Context: an optimization exercise on an open-source flow, tuned for small area and a short achievable clock period. The choices shown serve that exercise and are no tape-out recipe. RTL that was checked went through simulation tests only; none was proved equivalent to the original. The RTL of runs 1 to 3 was laid out without a check of its function.

==> flow/design.v, too long to show whole: its modules and the start of the top module <==
// module fadd_core: 108 lines
// module benc: 17 lines
// module fmul_core: 93 lines
// module mul24: 1432 lines
// module mfa: 3 lines
// module mha: 3 lines
// module mbsel: 3 lines
// module mbseln: 3 lines
// module mxor: 3 lines
// module fpu_addmul: 168 lines
module fpu_addmul(
  input  wire        clk,
  input  wire        op,      
  input  wire [31:0] s,
  input  wire [31:0] t,
  output wire [31:0] d
);
  // ...
==> flow/flow/run.sh <==
#!/bin/bash
set -euo pipefail
export SETUP_SLACK_MARGIN=7
export BUFFER_PORTS_ARGS="-buffer_cell sky130_fd_sc_hd__buf_2"
bash standard.sh > standard.log 2>&1
==> flow/standard.sh <==
#!/bin/bash
# synth_recipe.tcl (not shown) runs the flow's synth.tcl, then flattens the netlist and writes it again
# the make line also repeats each setting of config.mk as NAME=value (left out here)
make -C /OpenROAD-flow-scripts/flow DESIGN_CONFIG=/design/flow/config.mk WORK_HOME=/design/flow/orfs CLKGATE_MAP_FILE= SYNTH_SCRIPT=/design/flow/synth_recipe.tcl "${@:-finish}"
==> flow/config.mk <==
export PLATFORM = sky130hd
export DESIGN_NAME = fpu_addmul
export DESIGN_NICKNAME = fpu_addmul
export VERILOG_FILES = /design/flow/design.v
export SDC_FILE = /design/flow/constraint.sdc
export NUM_CORES = 4
export LEC_CHECK = 0
export CAP_MARGIN = 20
export CORE_MARGIN = 2
export CORE_UTILIZATION = 40
export SLEW_MARGIN = 20
export SYNTH_HIERARCHICAL = 1
export TNS_END_PERCENT = 5
==> flow/constraint.sdc <==
create_clock -name core_clock -period 13.0 [get_ports {clk}]
set_input_delay 2.6000 -clock core_clock [delete_from_list [all_inputs] [get_ports {clk}]]
set_output_delay 2.6000 -clock core_clock [all_outputs]
set_load 0.01 [all_outputs]
==> notes.md, run 1 <==
- The flow ran to the end and the layout has no timing, DRC or antenna violations.
- The cell count after synthesis came out at 3687.
- For hold timing, the worst endpoint is e02[3]$_DFF_P_.
- The clock-pin slew on the worst setup and hold paths is ~0.07 ns.
- The worst path buffer plus inverter count is 4.
- The layout overhead on the synthesized area is 9.85%.
- The global router's overall resource usage is between 20% and 30%.
- The flip-flop count of the largest register, all copies and words added is 32.
- Along the worst hold path, the cell count comes to 2.
- Across all register-to-register paths, the minimum setup slack is between 6 and 7 ns.
- The global routing's busiest layer is met2.
- The number of global-route vias before repair is just under 30000.
- The kind of cell with the highest combined delay on the critical path is adder cells.
- The maximum net fanout on the critical path is 10.
- The average instance in the mapped netlist occupies ~8.6 µm².
- Gates resized during post-CTS repair numbered 190.
- Between clock sinks in the finished design, the worst skew comes to ~0.019 ns.
- The overall die height is 285 µm.
- The remaining global-route overflow is 0.
- The total number of clock tree sinks is 167.
- The worst register-to-register path ends at v2[10]$_DFF_P_.
- The clock root buffer master is sky130_fd_sc_hd__clkbuf_16.
- After routing the design area is 0.0347 mm².
- The worst hold path begins at nexp0_1[3]$_DFF_P_.
- The sum of net half-perimeters after detailed placement is around 88000 µm.
- The routability congestion estimate from global placement is about 1.
- Buffers inserted to repair hold after CTS numbered 0.
==> module fadd_core, before the edit <==
module fadd_core(
  input  wire [31:0] g,
  input  wire        is_add,
  input  wire        lsign,
  input  wire [26:0] l27x,
  input  wire        sticky0,
  input  wire        big,
  input  wire        eqm,      
  input  wire        lzero,
  input  wire        lnan,
  input  wire        linf,
  output wire        sign,
  output wire [7:0]  e0,
  output wire [4:0]  esub,
  output wire [25:0] v,
  output wire        rsh,
  output wire        sta,
  output wire        stb,
  output wire        inc,
  output wire        rinc,
  output wire        infa
);
function [48:0] skl_carry;
  input [47:0] a;
  input [47:0] b;
  input        ci;
  reg   [48:0] cg, cp;
  integer i, k;
  begin
    cg = {a & b, ci};
    cp = {a ^ b, 1'b0};
    for (k = 0; k < 6; k = k + 1)
      for (i = 0; i < 49; i = i + 1)
        if (((i >> k) & 1) == 1) begin
          cg[i] = cg[i] | (cp[i] & cg[((i >> k) << k) - 1]);
          cp[i] = cp[i] & cp[((i >> k) << k) - 1];
        end
    skl_carry = cg;
  end
endfunction
function [4:0] lzc32;
  input [31:0] x;
  reg [15:0] v0, p0;
  reg [7:0]  v1; reg [15:0] p1;
  reg [3:0]  v2; reg [11:0] p2;
  reg [1:0]  v3; reg [7:0]  p3;
  integer k;
  begin
    for (k = 0; k < 16; k = k + 1) begin
      v0[k] = x[2*k+1] | x[2*k];
      p0[k] = ~x[2*k+1];
    end
    for (k = 0; k < 8; k = k + 1) begin
      v1[k] = v0[2*k+1] | v0[2*k];
      p1[2*k+1 -: 2] = v0[2*k+1] ? {1'b0, p0[2*k+1]} : {1'b1, p0[2*k]};
    end
    for (k = 0; k < 4; k = k + 1) begin
      v2[k] = v1[2*k+1] | v1[2*k];
      p2[3*k+2 -: 3] = v1[2*k+1] ? {1'b0, p1[4*k+3 -: 2]} : {1'b1, p1[4*k+1 -: 2]};
    end
    for (k = 0; k < 2; k = k + 1) begin
      v3[k] = v2[2*k+1] | v2[2*k];
      p3[4*k+3 -: 4] = v2[2*k+1] ? {1'b0, p2[6*k+5 -: 3]} : {1'b1, p2[6*k+2 -: 3]};
    end
    lzc32 = v3[1] ? {1'b0, p3[7:4]} : {1'b1, p3[3:0]};
  end
endfunction
wire [7:0]  eg = g[30:23];
wire [22:0] mg = g[22:0];
wire [26:0] g27 = {2'b01, mg, 2'b00};
wire [48:0] d27_c = skl_carry({21'd0, g27}, {21'd0, l27x}, ~is_add);
wire [26:0] d27 = g27 ^ l27x ^ d27_c[26:0];
wire        sr = d27[26];
wire        eg0 = eg == 8'd0;
wire        egs = eg <= 8'd26;
wire [25:0] capbit = (egs && !eg0) ? (26'd1 << (8'd26 - eg)) : 26'd0;
wire [4:0]  sl = lzc32({d27[25:0] | capbit, 6'b100000});
wire [25:0] himask = ~(capbit - 26'd1);
wire        capped = egs && !eg0 && ((d27[25:0] & himask) == 26'd0);
wire [24:0] wsub = eg0 ? 25'd0 : (d27[24:0] << sl);
wire g_max = eg == 8'd255;
wire g_nan = g_max & (mg != 23'd0);
wire g_inf = g_max & (mg == 23'd0);
wire d_zero = ~is_add & eqm;
reg [31:0] sv;
reg        special;
always @* begin
  special = 1'b1;
  sv = g;
  if (lnan) sv = {lsign, 8'd255, is_add ? l27x[24:2] : ~l27x[24:2]};
  else if (g_nan) sv = g;
  else if (g_inf & linf) sv = is_add ? {g[31], 8'd255, 23'd0} : 32'h7fc00000;
  else if (g_inf) sv = {g[31], 8'd255, 23'd0};
  else if (lzero | big) sv = g;
  else if (d_zero) sv = 32'd0;
  else special = 1'b0;
end
assign sign = special ? sv[31] : g[31];
assign e0   = special ? sv[30:23] : (is_add ? eg : (eg0 ? 8'd225 : (capped ? 8'd0 : eg)));
assign esub = (special | is_add | eg0 | capped) ? 5'd0 : sl;
assign v    = special ? {1'b0, sv[22:0], 2'b00} : (is_add ? d27[25:0] : {1'b0, wsub});
assign rsh  = ~special & is_add & sr;
assign sta  = sticky0;
assign stb  = sticky0 | d27[0];
assign inc  = ~special & (is_add | ~capped);
assign rinc = ~special & is_add;
assign infa = ~special & is_add;
endmodule
==> module fpu_addmul, before the edit <==
module fpu_addmul(
  input  wire        clk,
  input  wire        op,      
  input  wire [31:0] s,
  input  wire [31:0] t,
  output wire [31:0] d
);
function [48:0] skl_carry;
  input [47:0] a;
  input [47:0] b;
  input        ci;
  reg   [48:0] cg, cp;
  integer i, k;
  begin
    cg = {a & b, ci};
    cp = {a ^ b, 1'b0};
    for (k = 0; k < 6; k = k + 1)
      for (i = 0; i < 49; i = i + 1)
        if (((i >> k) & 1) == 1) begin
          cg[i] = cg[i] | (cp[i] & cg[((i >> k) << k) - 1]);
          cp[i] = cp[i] & cp[((i >> k) << k) - 1];
        end
    skl_carry = cg;
  end
endfunction
function [4:0] lzc32;
  input [31:0] x;
  reg [15:0] v0, p0;
  reg [7:0]  v1; reg [15:0] p1;
  reg [3:0]  v2; reg [11:0] p2;
  reg [1:0]  v3; reg [7:0]  p3;
  integer k;
  begin
    for (k = 0; k < 16; k = k + 1) begin
      v0[k] = x[2*k+1] | x[2*k];
      p0[k] = ~x[2*k+1];
    end
    for (k = 0; k < 8; k = k + 1) begin
      v1[k] = v0[2*k+1] | v0[2*k];
      p1[2*k+1 -: 2] = v0[2*k+1] ? {1'b0, p0[2*k+1]} : {1'b1, p0[2*k]};
    end
    for (k = 0; k < 4; k = k + 1) begin
      v2[k] = v1[2*k+1] | v1[2*k];
      p2[3*k+2 -: 3] = v1[2*k+1] ? {1'b0, p1[4*k+3 -: 2]} : {1'b1, p1[4*k+1 -: 2]};
    end
    for (k = 0; k < 2; k = k + 1) begin
      v3[k] = v2[2*k+1] | v2[2*k];
      p3[4*k+3 -: 4] = v2[2*k+1] ? {1'b0, p2[6*k+5 -: 3]} : {1'b1, p2[6*k+2 -: 3]};
    end
    lzc32 = v3[1] ? {1'b0, p3[7:4]} : {1'b1, p3[3:0]};
  end
endfunction
wire [7:0]  es = s[30:23], et = t[30:23];
wire [22:0] ms = s[22:0],  mt = t[22:0];
wire [48:0] cmp_c = skl_carry({17'd0, t[30:0]}, {17'd0, ~s[30:0]}, 1'b1);
wire        sgt = ~cmp_c[31];             
wire        eqm = s[30:0] == t[30:0];
wire [31:0] g_a = sgt ? s : t;
wire [31:0] l_a = sgt ? t : s;
wire        is_add = s[31] == t[31];
wire [48:0] dst_c = skl_carry({40'd0, es}, {40'd0, ~et}, 1'b1);
wire [48:0] dts_c = skl_carry({40'd0, et}, {40'd0, ~es}, 1'b1);
wire [7:0]  dst = es ^ ~et ^ dst_c[7:0];
wire [7:0]  dts = et ^ ~es ^ dts_c[7:0];
wire        ege = dst_c[8];               
wire [26:0] l27_st = {2'b01, mt, 2'b00} >> dst[4:0];    
wire [26:0] l27_ts = {2'b01, ms, 2'b00} >> dts[4:0];    
wire [26:0] l27_a  = sgt ? l27_st : l27_ts;
wire [31:0] msr, mtr;
genvar k;
generate for (k = 0; k < 23; k = k + 1) begin : rev
  assign msr[31-k] = ms[k];
  assign mtr[31-k] = mt[k];
end endgenerate
assign msr[8:0] = 9'h100;
assign mtr[8:0] = 9'h100;
wire [4:0] tzs = lzc32(msr);
wire [4:0] tzt = lzc32(mtr);
wire       sticky_a = ege ? ({3'b0, tzt} + 8'd3) <= dst : ({3'b0, tzs} + 8'd3) <= dts;
wire [5:0] tzp = {1'b0, tzs} + {1'b0, tzt};
wire [8:0] esum = {1'b0, es} + {1'b0, et};
wire [11:0] none_a, ntwo_a;
wire [10:0] neg_a;
benc u_enc(.m(l_a[22:0]), .none(none_a), .ntwo(ntwo_a), .neg(neg_a));
wire s_zero = s[30:0] == 31'd0, t_zero = t[30:0] == 31'd0;
wire s_nan = (es == 8'd255) & (ms != 23'd0), t_nan = (et == 8'd255) & (mt != 23'd0);
wire s_inf = (es == 8'd255) & (ms == 23'd0), t_inf = (et == 8'd255) & (mt == 23'd0);
reg         op1, sgt1, big1, lsign1, sticky1, eqm1, add1;
reg         lzero1, lnan1, linf1, mst1_1, mst0_1, ovf1_1, ovf0_1, udf1;
reg  [31:0] g1;
reg  [26:0] l27x1;
reg  [7:0]  nexp0_1;
reg  [11:0] none1, ntwo1;
reg  [10:0] neg1;
always @(posedge clk) begin
  op1     <= op;
  sgt1    <= sgt;
  eqm1    <= eqm;
  add1    <= is_add;
  g1      <= g_a;
  lsign1  <= l_a[31];
  l27x1   <= is_add ? l27_a : ~l27_a;
  sticky1 <= sticky_a;
  big1    <= ege ? dst > 8'd24 : dts > 8'd24;
  lzero1  <= sgt ? t_zero : s_zero;
  lnan1   <= sgt ? t_nan  : s_nan;
  linf1   <= sgt ? t_inf  : s_inf;
  mst1_1  <= tzp < 6'd22;    
  mst0_1  <= tzp < 6'd21;    
  ovf1_1  <= esum >= 9'd381;
  ovf0_1  <= esum >= 9'd382;
  udf1    <= esum < 9'd127;
  nexp0_1 <= esum[7:0] - 8'd127;
  none1   <= none_a;
  ntwo1   <= ntwo_a;
  neg1    <= neg_a;
end
wire        a_sign, a_rsh, a_sta, a_stb, a_inc, a_rinc, a_infa;
wire [7:0]  a_e0;
wire [4:0]  a_esub;
wire [25:0] a_v;
wire        m_sign, m_rsh, m_sta, m_stb, m_ovf;
wire [7:0]  m_e0;
wire [25:0] m_v;
fadd_core u_add(.g(g1), .is_add(add1), .lsign(lsign1), .l27x(l27x1), .sticky0(sticky1),
  .big(big1), .eqm(eqm1), .lzero(lzero1), .lnan(lnan1), .linf(linf1),
  .sign(a_sign), .e0(a_e0), .esub(a_esub), .v(a_v), .rsh(a_rsh), .sta(a_sta), .stb(a_stb),
  .inc(a_inc), .rinc(a_rinc), .infa(a_infa));
fmul_core u_mul(.g(g1), .lsign(lsign1), .lman(add1 ? l27x1[24:2] : ~l27x1[24:2]), .sgt(sgt1),
  .lzero(lzero1), .lnan(lnan1), .linf(linf1),
  .st1(mst1_1), .st0(mst0_1), .ovf1(ovf1_1), .ovf0(ovf0_1), .udf(udf1), .nexp0(nexp0_1),
  .none(none1), .ntwo(ntwo1), .neg(neg1),
  .sign(m_sign), .e0(m_e0), .v(m_v), .rsh(m_rsh), .sta(m_sta), .stb(m_stb), .ovfm(m_ovf));
reg         sign2, rsh2, sta2, stb2, sub2, inc2, rinc2, infa2, ovfm2, e253_2, e254_2;
reg  [7:0]  e02;
reg  [4:0]  esub2;
reg  [25:0] v2;
always @(posedge clk) begin
  sign2 <= op1 ? m_sign : a_sign;
  e02   <= op1 ? m_e0   : a_e0;
  esub2 <= op1 ? 5'd0   : a_esub;
  v2    <= op1 ? m_v    : a_v;
  rsh2  <= op1 ? m_rsh  : a_rsh;
  sta2  <= op1 ? m_sta  : a_sta;
  stb2  <= op1 ? m_stb  : a_stb;
  sub2  <= ~op1 & ~add1;
  inc2  <= ~op1 & a_inc;
  rinc2 <= op1 | a_rinc;
  infa2 <= ~op1 & a_infa;
  ovfm2 <= op1 & m_ovf;
  e253_2 <= a_e0 == 8'd253;
  e254_2 <= a_e0 == 8'd254;
end
wire [24:0] w  = rsh2 ? v2[25:1] : v2[24:0];
wire        st = rsh2 ? stb2 : sta2;
wire        flag  = w[1] & (w[0] | (sub2 ? w[2] & ~st : w[2] | st));
wire [23:0] man_r = {1'b0, w[24:2]} + {23'd0, flag};
wire        cri   = inc2 & flag & (&w[24:2]);    
wire [7:0]  e0p1  = e02 + 8'd1;
wire [7:0]  e0p2  = e02 + 8'd2;
wire [7:0]  e0ms  = e02 - {3'd0, esub2};
wire [7:0]  e0ms1 = e0ms + 8'd1;
wire        rr    = rsh2 & rinc2;
wire [7:0]  exp_r = sub2 ? (cri ? e0ms1 : e0ms) :
                    (rr ? (cri ? e0p2 : e0p1) : (cri ? e0p1 : e02));
wire        inf_r = rsh2 & ((infa2 & (cri ? e253_2 : e254_2)) | ovfm2);
assign d = {sign2, inf_r ? 8'd255 : exp_r, inf_r ? 23'd0 : man_r[22:0]};
endmodule
==> run 2, diff against run 1 <==
--- a/flow/design.v
+++ b/flow/design.v
@@ -1,6 +1,7 @@
 module fadd_core(
   input  wire [31:0] g,
   input  wire        is_add,
+  input  wire        cin,      
   input  wire        lsign,
   input  wire [26:0] l27x,
   input  wire        sticky0,
@@ -68,7 +69,7 @@
 wire [7:0]  eg = g[30:23];
 wire [22:0] mg = g[22:0];
 wire [26:0] g27 = {2'b01, mg, 2'b00};
-wire [48:0] d27_c = skl_carry({21'd0, g27}, {21'd0, l27x}, ~is_add);
+wire [48:0] d27_c = skl_carry({21'd0, g27}, {21'd0, l27x}, cin);
 wire [26:0] d27 = g27 ^ l27x ^ d27_c[26:0];
 wire        sr = d27[26];
 wire        eg0 = eg == 8'd0;
@@ -87,7 +88,7 @@
 always @* begin
   special = 1'b1;
   sv = g;
-  if (lnan) sv = {lsign, 8'd255, is_add ? l27x[24:2] : ~l27x[24:2]};
+  if (lnan) sv = {lsign, 8'd255, l27x[24:2]};
   else if (g_nan) sv = g;
   else if (g_inf & linf) sv = is_add ? {g[31], 8'd255, 23'd0} : 32'h7fc00000;
   else if (g_inf) sv = {g[31], 8'd255, 23'd0};
@@ -1750,7 +1751,8 @@
 wire s_zero = s[30:0] == 31'd0, t_zero = t[30:0] == 31'd0;
 wire s_nan = (es == 8'd255) & (ms != 23'd0), t_nan = (et == 8'd255) & (mt != 23'd0);
 wire s_inf = (es == 8'd255) & (ms == 23'd0), t_inf = (et == 8'd255) & (mt == 23'd0);
-reg         op1, sgt1, big1, lsign1, sticky1, eqm1, add1;
+wire lnan_a = s_nan & t_nan;
+reg         op1, sgt1, big1, lsign1, sticky1, eqm1, add1, cin1;
 reg         lzero1, lnan1, linf1, mst1_1, mst0_1, ovf1_1, ovf0_1, udf1;
 reg  [31:0] g1;
 reg  [26:0] l27x1;
@@ -1762,14 +1764,15 @@
   sgt1    <= sgt;
   eqm1    <= eqm;
   add1    <= is_add;
+  cin1    <= ~is_add;           
   g1      <= g_a;
   lsign1  <= l_a[31];
-  l27x1   <= is_add ? l27_a : ~l27_a;
+  l27x1   <= (is_add | lnan_a) ? l27_a : ~l27_a;    
   sticky1 <= sticky_a;
   big1    <= ege ? dst > 8'd24 : dts > 8'd24;
-  lzero1  <= sgt ? t_zero : s_zero;
-  lnan1   <= sgt ? t_nan  : s_nan;
-  linf1   <= sgt ? t_inf  : s_inf;
+  lzero1  <= s_zero | t_zero;
+  lnan1   <= lnan_a;
+  linf1   <= (s_inf & (t_inf | t_nan)) | (t_inf & (s_inf | s_nan));
   mst1_1  <= tzp < 6'd22;    
   mst0_1  <= tzp < 6'd21;    
   ovf1_1  <= esum >= 9'd381;
@@ -1787,11 +1790,11 @@
 wire        m_sign, m_rsh, m_sta, m_stb, m_ovf;
 wire [7:0]  m_e0;
 wire [25:0] m_v;
-fadd_core u_add(.g(g1), .is_add(add1), .lsign(lsign1), .l27x(l27x1), .sticky0(sticky1),
+fadd_core u_add(.g(g1), .is_add(add1), .cin(cin1), .lsign(lsign1), .l27x(l27x1), .sticky0(sticky1),
   .big(big1), .eqm(eqm1), .lzero(lzero1), .lnan(lnan1), .linf(linf1),
   .sign(a_sign), .e0(a_e0), .esub(a_esub), .v(a_v), .rsh(a_rsh), .sta(a_sta), .stb(a_stb),
   .inc(a_inc), .rinc(a_rinc), .infa(a_infa));
-fmul_core u_mul(.g(g1), .lsign(lsign1), .lman(add1 ? l27x1[24:2] : ~l27x1[24:2]), .sgt(sgt1),
+fmul_core u_mul(.g(g1), .lsign(lsign1), .lman(l27x1[24:2]), .sgt(sgt1),
   .lzero(lzero1), .lnan(lnan1), .linf(linf1),
   .st1(mst1_1), .st0(mst0_1), .ovf1(ovf1_1), .ovf0(ovf0_1), .udf(udf1), .nexp0(nexp0_1),
   .none(none1), .ntwo(ntwo1), .neg(neg1),
==> run 2 against run 1 <==
Effect of this change:
- count of clock-buffer cells in the layout is the same
- non-clock buffer count grew 71
- critical path depth down 10
- core utilization grew 0.81 points
- critical endpoint is now d[25]
- largest cell class unchanged
==> notes.md, run 2 <==
- The most used flip-flop cell after synthesis is sky130_fd_sc_hd__dfxtp_1.
- The TritonCTS buffer count is 17.
- The initial antenna violation count was 2.
- The routed wire length is about 120000 µm.
- The quantity of I/O buffers inserted on ports is 97.
- Setup repair after global routing could not meet its margin everywhere.
- The first global-routing pass estimated roughly 180000 µm of wire.
- The number of buffers on the longest clock path is 2.
- The overall die height is 283 µm (-0.74%).
- The synthesized area per cell is 8.61 µm² (+0.55%).
- The synthesis-stage register bit count is between 150 and 200.
- The global router's overall resource usage is 29.4% (-0.047 points).
- The number of DRC violations after detailed-routing iteration 0 is ~3600.
- Leaving out fill and tap cells, the most frequent cells in the layout are 283 x sky130_fd_sc_hd__xor2_1, 251 x sky130_fd_sc_hd__nand2_1, 248 x sky130_fd_sc_hd__fa_1.
- The fraction of layout instances using a drive strength above 1 is between 15 and 20%.
- The final max-slew violation count came to 0.
- The clock-pin slew on the worst setup and hold paths was 0.08 ns (about the same).
- In the final layout, the registers with the most flip-flops are g1: 32 flops, l27x1: 27 flops, v2: 26 flops.
- The synthesized instance count is 3612 (-2.0%).
- STA puts the critical path data required time at approximately 10 ns.
- The type of destination of the critical path is an output port.
- The core area is between 0.07 and 0.08 mm².
- The hold violation count in the final report was 0.
- The maximum level of the CTS H-tree is 4.
- In this run the cell area of the synthesized design comes to roughly 0.031 mm².
- After the last flow step, the layout net total stands at about 4200.
- In the post-synthesis netlist, the cell with the most instances is sky130_fd_sc_hd__xor2_1.
- The detailed router placed about 30000 vias in this run.
- In the final routed layout, each cell accounts on average for approximately 25 µm.
- The run finished with no timing, DRC or antenna violations.
- Headroom to the max-slew limit came out at between 20% and 30%.
- The number of different library cells in the post-synthesis netlist is ~130.
- The maximum net fanout on the critical path is 7 (-3).
- The sum of net half-perimeters after detailed placement came to 85000 µm (-3.0%).
- The setup violation total in the final timing report is 0.
- The critical path start-end classification is reg2out.
- The die covers around 0.080 mm².
- Counting I/O delays and the setup requirement, the final critical path takes about 6.1 ns.
- The worst-skew pair later-pin latency is between 0.4 and 0.5 ns.
- Adding up every negative setup slack in the final design gives 0 ns.
- The flip-flop count of the largest register, all copies and words added is 32 (unchanged).
- The source of the worst register-to-register timing path is g1[0]$_DFF_P_.
- Static timing analysis puts the maximum clock frequency at roughly 160 MHz.
- The final setup skew was 0.0144 ns (-0.00409 ns).
- The layout overhead on the synthesized area is 12.8%.
- The worst reg2reg path depth is 21.
- The sequential fraction of the synthesis area is approximately 11%.
- The critical path starts at v2[10]$_DFF_P_.
- Leaving out fill and tap cells, the most frequent cell in the layout is sky130_fd_sc_hd__xor2_1.
- The pin slew with the least headroom to its limit is 1.14 ns.
- The remaining global-route overflow came to 0 (unchanged).
- The path class of the lowest-slack min-delay path is reg2reg.
- The effective utilization at floorplan is 40.3%.
- The die is 283 µm wide.
- The hold-fix buffer count after cts is 0 (unchanged).
- The worst setup path is launched from a flip-flop.
- For this run, asynchronously set or reset flops after synthesis account for 0%.
- The number of vias per cell is between 6 and 7.
- The number of maximum-capacitance violations is 0.
- Yosys attributes the largest share of cell area to sky130_fd_sc_hd__fa_1 17%, sky130_fd_sc_hd__dfxtp_1 11%, sky130_fd_sc_hd__xor2_1 8.0%.
- 98 I/O pins were placed.
- For this run, the number of Yosys warnings is 9.
- The floorplan has 102 rows.
- The fill cell instance count of the final layout is between 7000 and 8000.
- The library cell with the largest summed area after synthesis is sky130_fd_sc_hd__fa_1.
- The CTS tree is yes.
- In this run the clock root is driven by a sky130_fd_sc_hd__clkbuf_16.
- The total number of clock tree sinks is 168 (+0.60%).
- Counting flops per register, the top entry is g1.
- In the synthesized netlist, the cells that appear most often are 285 x sky130_fd_sc_hd__xor2_1, 268 x sky130_fd_sc_hd__fa_1, 265 x sky130_fd_sc_hd__o22ai_1, 253 x sky130_fd_sc_hd__nand2_1, 191 x sky130_fd_sc_hd__ha_1.
- The number of flops mapped to enable cells by yosys is 0.
- The first TritonRoute pass finished after 6 iterations.
- The post-detailed-route count of antenna-violating nets is 0.
- The number of cells on the worst hold path is 1 (-1).
- The area share of the largest cell type after synthesis is between 10% and 20%.
- Data arrives at the worst endpoint at ~3.5 ns.
- In the routed design, unresolved DRC markers number 0.
- The startpoint identified for the worst hold timing path is sticky1$_DFF_P_.
- The number of global-route vias before repair is 28670 (-2.6%).
- The final cycle utilization of the critical path is about 47%.
- The routability congestion estimate from global placement is 1.01 (+0.60%).
- The maximum number of pins on one net before global-route repair is a little over 70.
run 2: kinds of logic (layout without fill, tap and decap cells):
logic type	Yosys count	count (layout)	synth area share [%]
and+or+nand+nor	876	877	14.4
adders and majority gates	463	463	25.1
buffers and inverters	438	556	7.12
other	2	4	0.0242
muxes	183	183	7.60
DFF	168	168	10.8
xor gates and xnor gates	424	424	11.9
AOI/OAI and AO/OA	1058	1059	23.0
run 2: repair_timing:
item | CTS | global route
pin swaps | 7 | 50
gates resized for setup | 108 | 180
setup buffers | 68 | 83
cloned | 12 | 4
setup endpoints to repair | 95 | 102
run 2: path summary, 6_finish.rpt:
check / endpoint / slack, ns
setup / recovery: d[25] / 6.94
hold / removal: sta2$_DFF_P_ / 0.63
setup reg to reg: e02[0]$_DFF_P_ / 6.96
hold reg to reg: sta2$_DFF_P_ / 0.63
run 2: worst max-delay path: stages, from the launching register on:
cell                        delay [ns]
sky130_fd_sc_hd__dfxtp_1          0.54
sky130_fd_sc_hd__nand3_1          0.22
sky130_fd_sc_hd__a2111oi_4        0.42
sky130_fd_sc_hd__and4_4           0.31
sky130_fd_sc_hd__and2_4           0.15
sky130_fd_sc_hd__mux2_2           0.36
sky130_fd_sc_hd__a21o_2           0.30
sky130_fd_sc_hd__and2_1           0.24
sky130_fd_sc_hd__a211o_1          0.29
sky130_fd_sc_hd__buf_2            0.15
run 2: area by class of cell:
class                      count  area (µm²)  share of cell area (%)
tap                         1040        1300                    3.71
clock buffer                  18         429                    1.22
antenna                        1        2.50                 0.00714
sequential                   168        3480                    9.92
inverter                     187         778                    2.22
timing repair inverter        11        83.8                   0.239
multi-input combinational   3009       26300                    74.9
timing repair buffer         326        2580                    7.37
clock inverter                14         146                   0.418
run 2: metal layers:
| metal | vias up | track usage [%] | routed length [µm] |
|---|---|---|---|
| met5 | - | 0 | 13 |
| met4 | 2 | 14.1 | 6620 |
| met3 | 412 | 6.41 | 12500 |
| met2 | 1861 | 44.3 | 51400 |
| met1 | 14642 | 39.8 | 49600 |
| li1 | 13419 | - | - |
run 2: through the flow:
step / hold slack (ns) / std cells / utilization, % / setup WS [ns] / area [µm²]
global placement: 0.597 / 4574 / 41.4 / 5.74 / 32000
finish: 0.626 / 4774 / 45.4 / 6.94 / 35100
CTS: 0.610 / 4686 / 43.4 / 6.84 / 33500
floorplan: 0.434 / 3613 / - / 6.93 / 31100
global route: 0.646 / 4773 / 45.4 / 6.85 / 35100
detailed placement: 0.607 / 4574 / 41.4 / 6.00 / 32000
run 2: per-module statistics from Yosys, one instance, submodules excluded:
module | cells | flops+latches | times used
mbsel | 1 | 0 | 242
fmul_core | 304 | 0 | 1
mfa | 1 | 0 | 256
benc | 58 | 0 | 1
mbseln | 1 | 0 | 22
fpu_addmul | 1424 | 168 | 1
mha | 1 | 0 | 28
mxor | 1 | 0 | 242
fadd_core | 823 | 0 | 1
mul24 | 213 | 0 | 1
==> run 3, diff against run 2 <==
--- a/flow/design.v
+++ b/flow/design.v
@@ -1732,22 +1732,30 @@
 wire [26:0] l27_st = {2'b01, mt, 2'b00} >> dst[4:0];    
 wire [26:0] l27_ts = {2'b01, ms, 2'b00} >> dts[4:0];    
 wire [26:0] l27_a  = sgt ? l27_st : l27_ts;
-wire [31:0] msr, mtr;
-genvar k;
-generate for (k = 0; k < 23; k = k + 1) begin : rev
-  assign msr[31-k] = ms[k];
-  assign mtr[31-k] = mt[k];
-end endgenerate
-assign msr[8:0] = 9'h100;
-assign mtr[8:0] = 9'h100;
-wire [4:0] tzs = lzc32(msr);
-wire [4:0] tzt = lzc32(mtr);
-wire       sticky_a = ege ? ({3'b0, tzt} + 8'd3) <= dst : ({3'b0, tzs} + 8'd3) <= dts;
-wire [5:0] tzp = {1'b0, tzs} + {1'b0, tzt};
+reg [31:0] pos, pot;
+integer j;
+always @* begin
+  pos[0] = ms[0];
+  pot[0] = mt[0];
+  for (j = 1; j < 32; j = j + 1) begin
+    pos[j] = (j >= 23) | pos[j-1] | ms[j < 23 ? j : 0];
+    pot[j] = (j >= 23) | pot[j-1] | mt[j < 23 ? j : 0];
+  end
+end
+wire [31:0] qs = {pos[28:0], 3'b000}, qt = {pot[28:0], 3'b000};
+wire       sticky_a = ege ? qt[dst[4:0]] : qs[dts[4:0]];
+reg mst1_a, mst0_a;
+always @* begin
+  mst1_a = 1'b0;
+  mst0_a = 1'b0;
+  for (j = 0; j <= 21; j = j + 1) mst1_a = mst1_a | (pos[j] & pot[21-j]);
+  for (j = 0; j <= 20; j = j + 1) mst0_a = mst0_a | (pos[j] & pot[20-j]);
+end
 wire [8:0] esum = {1'b0, es} + {1'b0, et};
-wire [11:0] none_a, ntwo_a;
-wire [10:0] neg_a;
-benc u_enc(.m(l_a[22:0]), .none(none_a), .ntwo(ntwo_a), .neg(neg_a));
+wire [11:0] none_s, ntwo_s, none_t, ntwo_t;
+wire [10:0] neg_s, neg_t;
+benc u_es(.m(ms), .none(none_s), .ntwo(ntwo_s), .neg(neg_s));
+benc u_et(.m(mt), .none(none_t), .ntwo(ntwo_t), .neg(neg_t));
 wire s_zero = s[30:0] == 31'd0, t_zero = t[30:0] == 31'd0;
 wire s_nan = (es == 8'd255) & (ms != 23'd0), t_nan = (et == 8'd255) & (mt != 23'd0);
 wire s_inf = (es == 8'd255) & (ms == 23'd0), t_inf = (et == 8'd255) & (mt == 23'd0);
@@ -1773,15 +1781,15 @@
   lzero1  <= s_zero | t_zero;
   lnan1   <= lnan_a;
   linf1   <= (s_inf & (t_inf | t_nan)) | (t_inf & (s_inf | s_nan));
-  mst1_1  <= tzp < 6'd22;    
-  mst0_1  <= tzp < 6'd21;    
+  mst1_1  <= mst1_a;
+  mst0_1  <= mst0_a;
   ovf1_1  <= esum >= 9'd381;
   ovf0_1  <= esum >= 9'd382;
   udf1    <= esum < 9'd127;
   nexp0_1 <= esum[7:0] - 8'd127;
-  none1   <= none_a;
-  ntwo1   <= ntwo_a;
-  neg1    <= neg_a;
+  none1   <= sgt ? none_t : none_s;
+  ntwo1   <= sgt ? ntwo_t : ntwo_s;
+  neg1    <= sgt ? neg_t  : neg_s;
 end
 wire        a_sign, a_rsh, a_sta, a_stb, a_inc, a_rinc, a_infa;
 wire [7:0]  a_e0;
==> run 3 against run 2 <==
Effect of this change:
- count of clock-buffer cells in the layout unchanged
- clock skew down 0.0016 ns
- area after synthesis up 1.3%
- flip-flop and latch count unchanged
- routed wire length up 0.12%
- worst setup slack better by 0.091 ns
- cell count down 0.25%
- register-to-register slack better by 0.08 ns
==> notes.md, run 3 <==
- The clock root buffer master is sky130_fd_sc_hd__clkbuf_16.
- The synthesis-stage register bit count is 168 (unchanged).
- The core area is 0.0777 mm² (+0.66%).
- In the post-synthesis netlist, the biggest area contributors are sky130_fd_sc_hd__fa_1 17%, sky130_fd_sc_hd__dfxtp_1 11%, sky130_fd_sc_hd__xor2_1 8.3%.
- The most common cell after layout, fill and taps aside is sky130_fd_sc_hd__xor2_1.
- The number of maximum-capacitance violations is 0 (unchanged).
- The overall die height was 285 µm (+0.63%).
- The largest registers in the layout are g1: 32 flops, l27x1: 27 flops, v2: 26 flops.
- The TritonCTS buffer count was 17 (unchanged).
- The number of remaining DRC errors was 0 (unchanged).
- The total vias in the final route is 30317 (-0.063%).
- The count of warnings emitted by yosys came to 9 (unchanged).
- The library cell with the highest instance count after synthesis is sky130_fd_sc_hd__xor2_1.
- The worst path required time is 13.36 ns (+2.96 ns).
- The die outline area was 0.0810 mm² (+1.3%).
- The quantity of I/O buffers inserted on ports was 97 (unchanged).
- The setup slack of the most critical reg-to-reg path was 7.04 ns (+0.08 ns).
- The final cycle utilization of the critical path is 46.0% (-0.70 points).
- The per-cell routed wire length came to 25.3 µm (+0.37%).
- Ranked by instance count, the synthesized netlist is headed by 299 x sky130_fd_sc_hd__xor2_1, 268 x sky130_fd_sc_hd__o22ai_1, 267 x sky130_fd_sc_hd__fa_1, 263 x sky130_fd_sc_hd__nand2_1, 213 x sky130_fd_sc_hd__nor2_1.
- The time the worst path needs with I/O delays and setup is 5.97 ns (-0.0908 ns).
- The sum of net half-perimeters after detailed placement is 85300 µm (+0.39%).
- The synthesized area per cell is 8.55 µm² (-0.62%).
- Of all cell types, the one taking the most synthesized area is sky130_fd_sc_hd__fa_1.
- The maximum net fanout on the critical path is 87 (+80).
- The total number of clock tree sinks is 168 (unchanged).
- The netlist area before placement is 0.0315 mm² (+1.3%).
- In the layout the commonest cells are 295 x sky130_fd_sc_hd__xor2_1, 262 x sky130_fd_sc_hd__nand2_1, 256 x sky130_fd_sc_hd__fa_1.
- The worst-skew pair later-pin latency came to 0.47 ns (about the same).
- The number of different library cells in the post-synthesis netlist was 129 (-3.0%).
- The sequential fraction of the synthesis area came to 10.7% (-0.14 points).
- The routed wire length is 120000 µm (+0.12%).
- The number of buffers on the longest clock path is 2 (unchanged).
- The global router's overall resource usage is 28.8% (-0.58 points).
- The critical path start-end classification is in2reg.
- The number of flops mapped to enable cells by yosys came to 0 (unchanged).
- The met2 usage is 42.8% (-1.5 points).
- STA classifies the critical path startpoint as an input port.
- The pin slew with the least headroom to its limit is 1.13 ns (-0.0138 ns).
- The number of global-route vias before repair is 28803 (+0.46%).
- The met3 routing resource usage after global routing is 7.35% (+0.94 points).
- The type of destination of the critical path is a flip-flop.
- The hold-fix buffer count after cts is 0 (unchanged).
- The maximum number of pins on one net before global-route repair is 88 (+22%).
- The number of rows created at floorplan is 102 (unchanged).
- The die span in x is 285 µm (+0.63%).
- The flow ran to the end and the layout has no timing, DRC or antenna violations.
- The flip-flop cell with the highest count after synthesis is sky130_fd_sc_hd__dfxtp_1.
- From synthesis to final layout, the design area changed by 10.6%.
- The fraction of registers with async set or reset after synthesis is 0% (unchanged).
- The area share of the largest cell type after synthesis came to 17.0% (-0.28 points).
- The worst hold path belongs to the class reg2reg.
- The clock-pin slew on the worst setup and hold paths is 0.07 ns (about the same).
- The synthesized instance count was 3681 (+1.9%).
- The maximum level of the CTS H-tree was 4 (unchanged).
- The post-detailed-route count of antenna-violating nets came to 0 (unchanged).
- The flip-flop count of the largest register, all copies and words added came to 32 (unchanged).
- The standard cell area after detailed placement is 0.0323 mm² (+1.1%).
- The data arrival at the endpoint of the critical path is 6.33 ns (+2.87 ns).
- The layout net count is 4212 (-0.78%).
- The routability congestion estimate from global placement is 0.995 (-1.2%).
- The met1 demand-to-capacity share in global routing is 39.2% (-0.55 points).
- The final setup skew is 0.0128 ns (-0.00159 ns).
- The final max-slew violation count was 0 (unchanged).
- Setup repair after global routing could not meet its margin everywhere.
- The effective utilization at floorplan is 40.5% (+0.25 points).
- The number of vias per cell is 6.37 (+0.19%).
- The setup violation total in the final timing report was 0 (unchanged).
- The register ranked first by flip-flop count is g1.
- The worst slew slack as a fraction of its limit is 24.1% (+0.40 points).
- The fraction of layout instances using a drive strength above 1 came to 17.6% (-1.7 points).
- The number of DRC violations after detailed-routing iteration 0 is 3922 (+10%).
- In this run the most used layer during global routing was met2.
- The remaining global-route overflow is 0 (unchanged).
- The hold violation count in the final report is 0 (unchanged).
- The global-route wire length before repair is 181000 µm (+1.4%).
- The length of the first detailed-routing pass in iterations is 7 (+1).
- TritonCTS built the clock tree.
- The maximum clock frequency is 167 MHz (+1.5%).
- The final non-filler cell area was 0.0348 mm² (-0.68%).
- The I/O pin total is 98 (unchanged).
- The total negative setup slack is 0 ns (unchanged).
- The initial antenna violation count came to 7 (+5).
[run 3: cell types whose count changed in the layout (fill, tap and decap cells not counted), moves of 13 or more]
cell / delta
sky130_fd_sc_hd__mux2_2: +28
sky130_fd_sc_hd__xnor2_1: -17
sky130_fd_sc_hd__mux2i_1: +52
sky130_fd_sc_hd__a31oi_1: -16
sky130_fd_sc_hd__buf_4: -48
sky130_fd_sc_hd__ha_1: -13
sky130_fd_sc_hd__nor2_1: +25
sky130_fd_sc_hd__inv_1: -13
[run 3: kinds of logic (layout without fill, tap and decap cells)]
kind of cell | after synthesis | after routing | synth area share, %
AOI/OAI and AO/OA | 1046 | 1046 | 22.6
xor gates and xnor gates | 427 | 427 | 11.9
adders and majority gates | 441 | 441 | 23.9
buffers and inverters | 446 | 484 | 7.18
DFF | 168 | 168 | 10.7
muxes | 245 | 245 | 9.04
other | 1 | 3 | 0.0119
and+or+nand+nor | 907 | 908 | 14.7
[run 3: per-stage QoR]
| step | cells | util (%) | setup slack, ns | hold WS, ns |
|---|---|---|---|---|
| floorplan | 3681 | - | 6.86 | 0.434 |
| global placement | 4624 | 41.6 | 6.06 | 0.571 |
| detailed placement | 4624 | 41.6 | 6.02 | 0.567 |
| CTS | 4699 | 43.2 | 6.87 | 0.588 |
| global route | 4762 | 44.8 | 6.83 | 0.613 |
| finish | 4762 | 44.8 | 7.03 | 0.601 |
[run 3: critical path: stages]
cell                       delay [ns]
sky130_fd_sc_hd__buf_2           0.13
sky130_fd_sc_hd__inv_1           0.06
sky130_fd_sc_hd__ha_1            0.58
sky130_fd_sc_hd__nand4_1         0.15
sky130_fd_sc_hd__nor2_1          0.40
sky130_fd_sc_hd__nand4_1         0.20
sky130_fd_sc_hd__a211oi_1        0.48
sky130_fd_sc_hd__nor2_1          0.20
sky130_fd_sc_hd__nand3_4         0.45
sky130_fd_sc_hd__buf_6           0.58
sky130_fd_sc_hd__mux2_2          0.41
[run 3: per-layer routing]
layer | wire (µm) | vias to the layer above | part of all wire, %
met5 | 38 | - | 0.032
li1 | - | 13450 | -
met2 | 50900 | 2015 | 42
met1 | 50000 | 14484 | 42
met4 | 5650 | 6 | 4.7
met3 | 13700 | 362 | 11
[run 3: cell type report]
class / instances / area (µm²)
Fill cell: 7641 / 42900
Multi-Input combinational cell: 3068 / 26500
Sequential cell: 168 / 3450
Timing Repair Buffer: 277 / 2180
Tap cell: 1040 / 1300
Inverter: 168 / 682
Clock buffer: 18 / 439
Clock inverter: 14 / 175
Timing Repair inverter: 7 / 52.6
Antenna cell: 2 / 5.00
[run 3: timing repair]
item | 4_1_cts | 5_1_grt
buffers inserted | 36 | 57
pin swaps | 6 | 44
gates resized for setup | 82 | 138
cloned | 7 | 3
endpoints found under the setup margin | 111 | 95
[run 3: final timing paths]
path | startpoint | to | cells past startpoint
min reg2reg | lsign1$_DFF_P_ | sign2$_DFF_P_ | 2
min | lsign1$_DFF_P_ | sign2$_DFF_P_ | 2
max reg2reg | g1[8]$_DFF_P_ | v2[20]$_DFF_P_ | 20
max | s[27] | ntwo1[8]$_DFF_P_ | 11
[run 3: Yosys stat by module, one instance, submodules excluded]
| module | cells | cell area, µm² | flops+latches | copies in the design |
|---|---|---|---|---|
| mha | 1 | 12.5 | 0 | 28 |
| mbsel | 1 | 6.26 | 0 | 242 |
| fpu_addmul | 1435 | 12100 | 168 | 1 |
| fmul_core | 304 | 2330 | 0 | 1 |
| mxor | 1 | 8.76 | 0 | 242 |
| mfa | 1 | 20.0 | 0 | 256 |
| mbseln | 1 | 8.76 | 0 | 22 |
| mul24 | 213 | 1450 | 0 | 1 |
| benc | 58 | 382 | 0 | 2 |
| fadd_core | 823 | 5510 | 0 | 1 |
==> module fmul_core, before the edit <==
module fmul_core(
  input  wire [31:0] g,
  input  wire        lsign,
  input  wire [22:0] lman,
  input  wire        sgt,
  input  wire        lzero,
  input  wire        lnan,
  input  wire        linf,
  input  wire        st1,
  input  wire        st0,
  input  wire        ovf1,
  input  wire        ovf0,
  input  wire        udf,
  input  wire [7:0]  nexp0,
  input  wire [11:0] none,
  input  wire [11:0] ntwo,
  input  wire [10:0] neg,
  output wire        sign,
  output wire [7:0]  e0,
  output wire [25:0] v,
  output wire        rsh,
  output wire        sta,
  output wire        stb,
  output wire        ovfm
);
function [48:0] skl_carry;
  input [47:0] a;
  input [47:0] b;
  input        ci;
  reg   [48:0] cg, cp;
  integer i, k;
  begin
    cg = {a & b, ci};
    cp = {a ^ b, 1'b0};
    for (k = 0; k < 6; k = k + 1)
      for (i = 0; i < 49; i = i + 1)
        if (((i >> k) & 1) == 1) begin
          cg[i] = cg[i] | (cp[i] & cg[((i >> k) << k) - 1]);
          cp[i] = cp[i] & cp[((i >> k) << k) - 1];
        end
    skl_carry = cg;
  end
endfunction
function [4:0] lzc32;
  input [31:0] x;
  reg [15:0] v0, p0;
  reg [7:0]  v1; reg [15:0] p1;
  reg [3:0]  v2; reg [11:0] p2;
  reg [1:0]  v3; reg [7:0]  p3;
  integer k;
  begin
    for (k = 0; k < 16; k = k + 1) begin
      v0[k] = x[2*k+1] | x[2*k];
      p0[k] = ~x[2*k+1];
    end
    for (k = 0; k < 8; k = k + 1) begin
      v1[k] = v0[2*k+1] | v0[2*k];
      p1[2*k+1 -: 2] = v0[2*k+1] ? {1'b0, p0[2*k+1]} : {1'b1, p0[2*k]};
    end
    for (k = 0; k < 4; k = k + 1) begin
      v2[k] = v1[2*k+1] | v1[2*k];
      p2[3*k+2 -: 3] = v1[2*k+1] ? {1'b0, p1[4*k+3 -: 2]} : {1'b1, p1[4*k+1 -: 2]};
    end
    for (k = 0; k < 2; k = k + 1) begin
      v3[k] = v2[2*k+1] | v2[2*k];
      p3[4*k+3 -: 4] = v2[2*k+1] ? {1'b0, p2[6*k+5 -: 3]} : {1'b1, p2[6*k+2 -: 3]};
    end
    lzc32 = v3[1] ? {1'b0, p3[7:4]} : {1'b1, p3[3:0]};
  end
endfunction
wire [7:0]  eg = g[30:23];
wire [22:0] mg = g[22:0];
wire [47:0] ra, rb;
mul24 u_m(.x(mg), .none(none), .ntwo(ntwo), .neg(neg), .ra(ra), .rb(rb));
wire [48:0] p_c = skl_carry(ra, rb, 1'b0);
wire [47:0] p = ra ^ rb ^ p_c[47:0];
wire psign = g[31] ^ lsign;
wire g_max = eg == 8'd255;
wire g_nan = g_max & (mg != 23'd0);
wire g_inf = g_max & (mg == 23'd0);
wire nan_l = lnan & ~sgt;
wire [22:0] nan_m = nan_l ? lman : mg;
wire sp_inf  = g_inf | linf;
wire sp_zero = lzero | udf;
wire sp = g_nan | sp_inf | sp_zero | ovf0;
assign sign = g_nan ? (nan_l ? lsign : g[31]) : psign;
assign e0   = (g_nan | sp_inf | (~sp_zero & ovf0)) ? 8'd255 : (sp_zero ? 8'd0 : nexp0);
assign v    = g_nan ? {2'b01, nan_m[21:0], 2'b00} : (sp ? 26'd0 : p[46:21]);
assign rsh  = ~sp & p[47];
assign sta  = st0;
assign stb  = st1;
assign ovfm = ~sp & ovf1;
endmodule
==> run 4, diff against run 3 <==
--- a/flow/design.v
+++ b/flow/design.v
@@ -13,8 +13,10 @@
   output wire        sign,
   output wire [7:0]  e0,
   output wire [4:0]  esub,
-  output wire [25:0] v,
-  output wire        rsh,
+  output wire [25:0] v,        
+  output wire [25:0] vsp,      
+  output wire        sp,
+  output wire        rsh,      
   output wire        sta,
   output wire        stb,
   output wire        inc,
@@ -99,8 +101,10 @@
 assign sign = special ? sv[31] : g[31];
 assign e0   = special ? sv[30:23] : (is_add ? eg : (eg0 ? 8'd225 : (capped ? 8'd0 : eg)));
 assign esub = (special | is_add | eg0 | capped) ? 5'd0 : sl;
-assign v    = special ? {1'b0, sv[22:0], 2'b00} : (is_add ? d27[25:0] : {1'b0, wsub});
-assign rsh  = ~special & is_add & sr;
+assign v    = is_add ? d27[25:0] : {1'b0, wsub};
+assign vsp  = {1'b0, sv[22:0], 2'b00};
+assign sp   = special;
+assign rsh  = is_add & sr;
 assign sta  = sticky0;
 assign stb  = sticky0 | d27[0];
 assign inc  = ~special & (is_add | ~capped);
@@ -143,8 +147,10 @@
   input  wire [10:0] neg,
   output wire        sign,
   output wire [7:0]  e0,
-  output wire [25:0] v,
-  output wire        rsh,
+  output wire [25:0] v,        
+  output wire [25:0] vsp,      
+  output wire        sp_o,
+  output wire        rsh,      
   output wire        sta,
   output wire        stb,
   output wire        ovfm
@@ -211,8 +217,10 @@
 wire sp = g_nan | sp_inf | sp_zero | ovf0;
 assign sign = g_nan ? (nan_l ? lsign : g[31]) : psign;
 assign e0   = (g_nan | sp_inf | (~sp_zero & ovf0)) ? 8'd255 : (sp_zero ? 8'd0 : nexp0);
-assign v    = g_nan ? {2'b01, nan_m[21:0], 2'b00} : (sp ? 26'd0 : p[46:21]);
-assign rsh  = ~sp & p[47];
+assign v    = p[46:21];
+assign vsp  = g_nan ? {2'b01, nan_m[21:0], 2'b00} : 26'd0;
+assign sp_o = sp;
+assign rsh  = p[47];
 assign sta  = st0;
 assign stb  = st1;
 assign ovfm = ~sp & ovf1;
@@ -1794,19 +1802,22 @@
 wire        a_sign, a_rsh, a_sta, a_stb, a_inc, a_rinc, a_infa;
 wire [7:0]  a_e0;
 wire [4:0]  a_esub;
-wire [25:0] a_v;
+wire [25:0] a_v, a_vsp;
+wire        a_sp;
 wire        m_sign, m_rsh, m_sta, m_stb, m_ovf;
 wire [7:0]  m_e0;
-wire [25:0] m_v;
+wire [25:0] m_v, m_vsp;
+wire        m_sp;
 fadd_core u_add(.g(g1), .is_add(add1), .cin(cin1), .lsign(lsign1), .l27x(l27x1), .sticky0(sticky1),
   .big(big1), .eqm(eqm1), .lzero(lzero1), .lnan(lnan1), .linf(linf1),
-  .sign(a_sign), .e0(a_e0), .esub(a_esub), .v(a_v), .rsh(a_rsh), .sta(a_sta), .stb(a_stb),
+  .sign(a_sign), .e0(a_e0), .esub(a_esub), .v(a_v), .vsp(a_vsp), .sp(a_sp), .rsh(a_rsh), .sta(a_sta), .stb(a_stb),
   .inc(a_inc), .rinc(a_rinc), .infa(a_infa));
 fmul_core u_mul(.g(g1), .lsign(lsign1), .lman(l27x1[24:2]), .sgt(sgt1),
   .lzero(lzero1), .lnan(lnan1), .linf(linf1),
   .st1(mst1_1), .st0(mst0_1), .ovf1(ovf1_1), .ovf0(ovf0_1), .udf(udf1), .nexp0(nexp0_1),
   .none(none1), .ntwo(ntwo1), .neg(neg1),
-  .sign(m_sign), .e0(m_e0), .v(m_v), .rsh(m_rsh), .sta(m_sta), .stb(m_stb), .ovfm(m_ovf));
+  .sign(m_sign), .e0(m_e0), .v(m_v), .vsp(m_vsp), .sp_o(m_sp), .rsh(m_rsh), .sta(m_sta), .stb(m_stb), .ovfm(m_ovf));
+wire        sel_m = op1 & ~m_sp, sel_a = ~op1 & ~a_sp;
 reg         sign2, rsh2, sta2, stb2, sub2, inc2, rinc2, infa2, ovfm2, e253_2, e254_2;
 reg  [7:0]  e02;
 reg  [4:0]  esub2;
@@ -1815,8 +1826,8 @@
   sign2 <= op1 ? m_sign : a_sign;
   e02   <= op1 ? m_e0   : a_e0;
   esub2 <= op1 ? 5'd0   : a_esub;
-  v2    <= op1 ? m_v    : a_v;
-  rsh2  <= op1 ? m_rsh  : a_rsh;
+  v2    <= ({26{sel_m}} & m_v) | ({26{sel_a}} & a_v) | (op1 ? m_vsp : (a_sp ? a_vsp : 26'd0));
+  rsh2  <= (sel_m & m_rsh) | (sel_a & a_rsh);
   sta2  <= op1 ? m_sta  : a_sta;
   stb2  <= op1 ? m_stb  : a_stb;
   sub2  <= ~op1 & ~add1;
==> run 4 against run 3 <==
Effect of this change:
- flip-flop and latch count did not move
- via count down 2.0%
- still clean on timing, DRC and antenna
- non-clock buffer count fell by 69
- synthesized cell count up 0.95%
- highest routed layer unchanged
- area after synthesis barely moved
==> notes.md, run 4 <==
- The run finished with no timing, DRC or antenna violations.
- The worst setup path is launched from a flip-flop.
- The number of maximum-capacitance violations is 0 (unchanged).
- The number of DRC violations after detailed-routing iteration 0 is 3384 (-14%).
- The flip-flop count of the largest register, all copies and words added was 32 (unchanged).
- The layout overhead on the synthesized area is 7.05%.
- The worst reg2reg path endpoint is v2[16]$_DFF_P_.
- The area of all sequential standard cells is 0.00345 mm² (about the same).
- The number of vias per cell was 6.30 (-1.1%).
- By area the synthesized netlist is led by sky130_fd_sc_hd__fa_1 17%, sky130_fd_sc_hd__dfxtp_1 11%, sky130_fd_sc_hd__xor2_1 8.7%.
- The kind of cell with the highest combined delay on the critical path is simple AND/OR/NAND/NOR gates.
- The clock-pin slew on the worst setup and hold paths is 0.08 ns (about the same).
- The final design utilization was 43.3% (-1.5 points).
- The tightest min-delay check is of the reg2reg type.
- The remaining global-route overflow is 0 (unchanged).
- The worst reg2reg path depth is 19 (-5.0%).
- The global-route wire length before repair came to 176000 µm (-2.6%).
- The slowest cell on the critical path is sky130_fd_sc_hd__or4_1.
- The TritonCTS buffer count was 17 (unchanged).
- More flip-flops sit in one register than any other, and that register is g1.
- The signal on the critical path passes through buf_12 > nand2_1 > a2111oi_4 > nand3_1 > or4_1 > a221o_1 > buf_4 > nor4_2 > buf_2.
- The total number of clock tree sinks was 168 (unchanged).
- The time the worst path needs with I/O delays and setup is 6.10 ns (+0.127 ns).
- The number of cells on the worst hold path came to 3 (+1).
- Summed over all instances, the cell type with the most area after synthesis is sky130_fd_sc_hd__fa_1.
- The fill cell instance count of the final layout came to 7772 (+1.7%).
- The total negative setup slack was 0 ns (unchanged).
- The number of flops mapped to enable cells by yosys is 0 (unchanged).
- The number of remaining DRC errors is 0 (unchanged).
- The routed wire length came to 117000 µm (-2.7%).
- The library cell with the highest instance count after synthesis is sky130_fd_sc_hd__xor2_1.
- The quantity of I/O buffers inserted on ports came to 97 (unchanged).
- The core area is 0.0777 mm² (unchanged).
- The maximum number of pins on one net before global-route repair was 83 (-5.7%).
- The sum of net half-perimeters after detailed placement is 82700 µm (-3.1%).
- The die outline area came to 0.0809 mm² (about the same).
- The area taken by multi-input logic gates is 0.0261 mm² (-1.6%).
- The biggest cell delay along the critical path came to 0.57 ns (about the same).
- The smallest hold slack was 0.659 ns (+0.0580 ns).
- The critical path start-end classification is reg2out.
- The hold violation count in the final report is 0 (unchanged).
- The sequential fraction of the synthesis area is 10.7% (about the same).
- The fraction of registers with async set or reset after synthesis is 0% (unchanged).
- The synthesized area per cell is 8.47 µm² (-0.98%).
- The most common cell after layout, fill and taps aside is sky130_fd_sc_hd__xor2_1.
- The pin slew with the least headroom to its limit came to 1.12 ns (-0.00765 ns).
- The global router's overall resource usage is 28.0% (-0.78 points).
- The effective utilization at floorplan is 40.5% (about the same).
- The setup violation total in the final timing report is 0 (unchanged).
- Among all flip-flop cells after synthesis, the most frequent one is sky130_fd_sc_hd__dfxtp_1.
- The largest registers in the layout are g1: 32 flops, l27x1: 27 flops, v2: 26 flops.
- The I/O pin total was 98 (unchanged).
- The area share of the largest cell type after synthesis is 17.0% (about the same).
- Setup repair after global routing could not meet its margin everywhere.
- The worst path buffer plus inverter count is 3 (unchanged).
- The length of the first detailed-routing pass in iterations is 6 (-1).
- The synthesis-stage register bit count is 168 (unchanged).
- The worst-skew pair later-pin latency was 0.45 ns (-0.02 ns).
- The routability congestion estimate from global placement is 0.961 (-3.5%).
- The worst path required time was 10.40 ns (-2.96 ns).
- TritonCTS built the clock tree.
- The final max-slew violation count is 0 (unchanged).
- The netlist area before placement is 0.0315 mm² (about the same).
- The overall die height is 284 µm (about the same).
- The setup slack of the most critical reg-to-reg path was 6.93 ns (-0.11 ns).
- In this run the critical register-to-register path is launched from neg1[3]$_DFF_P_.
- The worst slew slack as a fraction of its limit is 24.5% (+0.45 points).
- The clock root buffer master is sky130_fd_sc_hd__clkbuf_16.
- The per-cell routed wire length is 24.8 µm (-1.8%).
- The count of warnings emitted by yosys came to 9 (unchanged).
- The maximum clock frequency is 164 MHz (-2.1%).
- The synthesized instance count is 3716 (+0.95%).
- The initial antenna violation count is 6 (-1).
- Sorting the synthesized cells by how often they occur yields 313 x sky130_fd_sc_hd__xor2_1, 267 x sky130_fd_sc_hd__fa_1, 262 x sky130_fd_sc_hd__nand2_1, 257 x sky130_fd_sc_hd__o22ai_1, 217 x sky130_fd_sc_hd__a21oi_1.
- The type of destination of the critical path is an output port.
- The maximum net fanout on the critical path is 54 (-38%).
- The fraction of layout instances using a drive strength above 1 came to 13.5% (-4.0 points).
- The final setup skew was 0.0185 ns (+0.00565 ns).
- The maximum level of the CTS H-tree is 4 (unchanged).
- The die span in x is 284 µm (about the same).
- The worst hold path terminates at sign2$_DFF_P_.
- The number of global-route vias before repair is 28712 (-0.32%).
- The layout net count is 4173 (-0.93%).
- The data arrival at the endpoint of the critical path is 3.50 ns (-2.83 ns).
- The worst min-delay path startpoint is lsign1$_DFF_P_.
- The total vias in the final route is 29721 (-2.0%).
- The number of rows created at floorplan came to 102 (unchanged).
- The number of different library cells in the post-synthesis netlist came to 124 (-3.9%).
- The post-detailed-route count of antenna-violating nets is 0 (unchanged).
- The number of buffers on the longest clock path came to 2 (unchanged).
- The library cells used most frequently in the layout, excluding fill and tap cells, are 313 x sky130_fd_sc_hd__xor2_1, 263 x sky130_fd_sc_hd__fa_1, 262 x sky130_fd_sc_hd__nand2_1.
- The final cycle utilization of the critical path was 46.9% (+0.98 points).
==> run 4: changes by cell type after synthesis, moves of 16 or more <==
cell	change
sky130_fd_sc_hd__nand3_1	+21
sky130_fd_sc_hd__a22oi_1	-26
sky130_fd_sc_hd__nor2b_1	+29
sky130_fd_sc_hd__o21ai_0	-16
sky130_fd_sc_hd__a22o_1	+19
sky130_fd_sc_hd__mux2_2	-41
sky130_fd_sc_hd__mux2_1	+43
sky130_fd_sc_hd__o21ai_1	+17
sky130_fd_sc_hd__a21oi_1	+40
==> run 4: layer usage <==
| layer | part of all wire (%) | vias up | global-route usage, % |
|---|---|---|---|
| met5 | 0.019 | - | 0 |
| met4 | 4.4 | 4 | 11.8 |
| met3 | 11 | 339 | 6.18 |
| met2 | 43 | 1786 | 42.9 |
| met1 | 42 | 14309 | 37.9 |
| li1 | - | 13283 | - |
==> run 4: layout make-up <==
class,count,area share [%]
Antenna cell,1,0.00743
Inverter,165,1.94
Multi-Input combinational cell,3105,77.5
Clock inverter,13,0.561
Timing Repair Buffer,208,4.54
Timing Repair inverter,3,0.0594
Tap cell,1040,3.86
Clock buffer,18,1.27
Sequential cell,168,10.3
==> run 4: cell families after synthesis <==
kind of cell | Yosys count | share of synthesized area [%]
AO/OA/AOI/OAI | 1051 | 22.3
AND/OR/NAND/NOR | 946 | 15.6
buffers and inverters | 448 | 7.52
adder cells (fa/ha/maj) | 441 | 23.9
XOR/XNOR | 431 | 12.0
multiplexers | 228 | 8.01
flip-flops | 168 | 10.7
other | 3 | 0.0358
==> run 4: worst max-delay path by stage <==
stage | cells past startpoint | start | slack (ns) | endpoint
after floorplan | 20 | neg1[4]$_DFF_P_ | 7.07 | v2[23]$_DFF_P_
after global placement | 12 | s[27] | 6.31 | l27x1[22]$_DFF_P_
after detailed placement | 12 | s[27] | 6.32 | l27x1[22]$_DFF_P_
after CTS | 9 | rsh2$_DFF_P_ | 6.83 | d[7]
after global routing | 22 | g1[3]$_DFF_P_ | 6.76 | v2[16]$_DFF_P_
final | 9 | rsh2$_DFF_P_ | 6.90 | d[7]
==> run 4: timing repair <==
action / 4_1_cts / 5_1_grt
setup buffers: 10 / 14
pin swaps: 3 / 9
endpoints found under the setup margin: 70 / 123
gates resized for setup: 95 / 52
cloned: 3 / 2
hold buffers: 0 / 0
==> run 4: stage by stage <==
step / instance area, µm² / worst slack [ns] / instances
global route: 33700 / 6.76 / 4721
floorplan: 31500 / 7.07 / 3720
finish: 33700 / 6.90 / 4721
detailed placement: 32200 / 6.32 / 4660
global placement: 32200 / 6.31 / 4660
CTS: 33300 / 6.83 / 4704
==> run 4: tightest hold or removal path, delay by kind of cell (launching register included) <==
family          cells  cell delay [ns]
flops               1             0.35
compound gates      1             0.06
simple gates        1             0.06
mux                 1             0.16
==> run 4: per-module statistics from Yosys, one instance, submodules excluded <==
module,area (µm²),copies in the design,flip-flops and latches
fpu_addmul,12600,1,168
mul24,1450,1,0
benc,382,2,0
fadd_core,5350,1,0
mbsel,6.26,242,0
mxor,8.76,242,0
mfa,20.0,256,0
mbseln,8.76,22,0
fmul_core,2050,1,0
mha,12.5,28,0
==> run 5, diff against run 4 <==
==> flow/flow/run.sh (replaced) <==
#!/bin/bash
set -euo pipefail
export SETUP_SLACK_MARGIN=7.5
export BUFFER_PORTS_ARGS="-buffer_cell sky130_fd_sc_hd__buf_2"
bash standard.sh > standard.log 2>&1
--- a/flow/config.mk
+++ b/flow/config.mk
@@ -8,6 +8,7 @@
 export CAP_MARGIN = 20
 export CORE_MARGIN = 2
 export CORE_UTILIZATION = 40
+export CTS_BUF_LIST = sky130_fd_sc_hd__clkbuf_4 sky130_fd_sc_hd__clkbuf_8
 export SLEW_MARGIN = 20
 export SYNTH_HIERARCHICAL = 1
 export TNS_END_PERCENT = 5
==> run 5 against run 4 <==
Effect of this change:
- flip-flop and latch count stayed put
- largest cell class unchanged
- count of clock-buffer cells in the layout is 3 higher
- clock skew is 0.0054 ns higher
- via count is 3.5% higher
- fmax is 3.9% higher
- still clean on timing, DRC and antenna
==> notes.md, run 5 <==
- The worst-skew pair later-pin latency is 0.51 ns (+0.06 ns).
- The adder and majority cell fraction of the synthesized area is 23.9% (unchanged).
- The layout net count is 4314 (+3.4%).
- The largest total area in the synthesized netlist belongs to sky130_fd_sc_hd__fa_1.
- The I/O pin total is 98 (unchanged).
- The element type at the critical path start is an input port.
- The routed wire length is 124000 µm (+5.9%).
- Routed signal wires occupy layers up through met5.
- The largest family of logic cells by synthesized area is adder cells.
- The run finished with no timing, DRC or antenna violations.
- The hold-fix buffer count after cts came to 0 (unchanged).
- The number of rows created at floorplan is 102 (unchanged).
- The number of flops mapped to enable cells by yosys is 0 (unchanged).
- The complex-gate fraction of the synthesized area was 22.3% (unchanged).
- STA classifies the critical path endpoint as a flip-flop.
- The final cycle utilization of the critical path is 45.2% (-1.8 points).
- The remaining global-route overflow came to 0 (unchanged).
- The TritonCTS buffer count was 17 (unchanged).
- The worst slew slack as a fraction of its limit is 21.7% (-2.8 points).
- The maximum level of the CTS H-tree is 4 (unchanged).
- The initial antenna violation count is 4 (-2).
- The area share of the largest cell type after synthesis is 17.0% (unchanged).
- The number of different library cells in the post-synthesis netlist came to 124 (unchanged).
- The final setup skew is 0.0239 ns (+0.00537 ns).
- The number of vias per cell is 6.33 (+0.47%).
- The library cells used most frequently in the layout, excluding fill and tap cells, are 305 x sky130_fd_sc_hd__xor2_1, 260 x sky130_fd_sc_hd__nand2_1, 237 x sky130_fd_sc_hd__fa_1.
- The critical path starts at s[28].
- The effective utilization at floorplan is 40.5% (unchanged).
- The count of warnings emitted by yosys is 9 (unchanged).
- The fraction of layout instances using a drive strength above 1 is 21.6% (+8.1 points).
- The time the worst path needs with I/O delays and setup is 5.87 ns (-0.228 ns).
- In the synthesized netlist the dominant register cell turns out to be sky130_fd_sc_hd__dfxtp_1.
- The routed length on met2 was 53600 µm (+5.7%).
[run 5: cell types whose count changed in the layout (fill, tap and decap cells not counted), sizes merged, moves of 2 or more]
cell / change
bufinv: -3
clkinv: -2
buf: +123
inv: -13
bufbuf: +2
clkinvlp: +31
clkbuf: +3
[run 5: final timing paths]
check                           end  slack, ns  cells after the start
setup / recovery  l27x1[22]$_DFF_P_       7.13                     12
hold / removal         sta2$_DFF_P_       0.66                      1
setup reg to reg     v2[12]$_DFF_P_       7.13                     21
hold reg to reg        sta2$_DFF_P_       0.66                      1
[run 5: Yosys stat by module (local to each module, per instance)]
module	cell area, µm²	flip-flops and latches	copies in the design	cells
fadd_core	5350	0	1	805
fmul_core	2050	0	1	261
mul24	1450	0	1	213
mbsel	6.26	0	242	1
benc	382	0	2	58
fpu_addmul	12600	168	1	1531
mxor	8.76	0	242	1
mbseln	8.76	0	22	1
mha	12.5	0	28	1
mfa	20.0	0	256	1
[run 5: repair_timing]
action	in CTS	in global routing
resized for setup	174	96
endpoints found under the setup margin	141	146
pin swaps	48	47
cloned	23	1
setup buffers	143	40
[run 5: cells by family (layout without fill, tap and decap cells)]
logic type | after synthesis | count (layout)
multiplexers | 228 | 228
adder cells (fa/ha/maj) | 441 | 441
AO/OA/AOI/OAI | 1051 | 1053
buffers and inverters | 448 | 548
AND/OR/NAND/NOR | 946 | 946
flip-flops | 168 | 168
other | 3 | 9
XOR/XNOR | 431 | 431
[run 5: worst max-delay path, stage by stage]
cell	delay, ns
sky130_fd_sc_hd__buf_2	0.14
sky130_fd_sc_hd__inv_1	0.06
sky130_fd_sc_hd__ha_1	0.52
sky130_fd_sc_hd__nand3_1	0.12
sky130_fd_sc_hd__or3_1	0.46
sky130_fd_sc_hd__or4_1	0.58
sky130_fd_sc_hd__a21oi_1	0.38
sky130_fd_sc_hd__nor3_2	0.08
sky130_fd_sc_hd__buf_4	0.31
sky130_fd_sc_hd__buf_6	0.35
sky130_fd_sc_hd__o41ai_2	0.46
sky130_fd_sc_hd__xnor2_1	0.19
[run 5: metal layers]
layer	vias up	global-route usage (%)
met2	2081	45.1
met5	-	0
met3	367	7.98
met4	4	13.3
li1	13578	-
met1	14736	39.5
[run 5: layout make-up]
class	instances	area share [%]
inverter	165	2.00
timing repair buffer	333	7.89
timing repair inverter	18	0.370
clock inverter	11	0.237
clock buffer	21	0.788
sequential	168	9.95
multi-input combinational	3106	75.1
antenna	2	0.0139
tap	1040	3.63
[run 5: through the flow]
step	util (%)	instances
after floorplan	-	3720
after global placement	41.8	4623
after detailed placement	41.8	4623
after CTS	45.1	4821
after global routing	46.2	4863
final	46.2	4864

-- static timing again, ports no longer ideal --
How much do the figures lean on ideal ports? The routed layouts below were timed once more, with nothing changed but the port constraints.
Step 1 (the two cells are an assumption about what drives the block):
set clk [get_ports {clk}]
set_driving_cell -lib_cell sky130_fd_sc_hd__clkbuf_16 $clk
set_driving_cell -lib_cell sky130_fd_sc_hd__buf_2 [delete_from_list [all_inputs] $clk]
Step 2, shift: input delay + t, output delay - t, t = (earliest + latest rising clock arrival at the registers) / 2. This alone moves slack from input paths to output paths.
Three values: no drivers, after step 1, after step 2; two values: the first two.
| run | t, ns | setup slack, ns | worst setup path after step 2 | clock arrival spread, ns | worst data-port slew with drivers (ns) |
|---|---|---|---|---|---|
| run 1 | 0.534 | 6.856 / 6.856 / 6.545 | input to register | 0.018 / 0.019 | 0.07 |
| run 2 | 0.530 | 6.935 / 6.873 / 6.631 | input to register | 0.014 / 0.015 | 0.06 |
| run 3 | 0.525 | 7.026 / 7.006 / 6.539 | input to register | 0.014 / 0.014 | 0.08 |
| run 4 | 0.512 | 6.899 / 6.831 / 6.761 | input to register | 0.019 / 0.019 | 0.08 |
| run 5 | 0.560 | 7.126 / 7.086 / 6.606 | input to register | 0.024 / 0.023 | 0.08 |
After both steps every run listed still meets setup and hold. For run 5, which loses most, drivers alone change the setup slack by -0.040 ns; drivers and shift together by -0.520 ns.
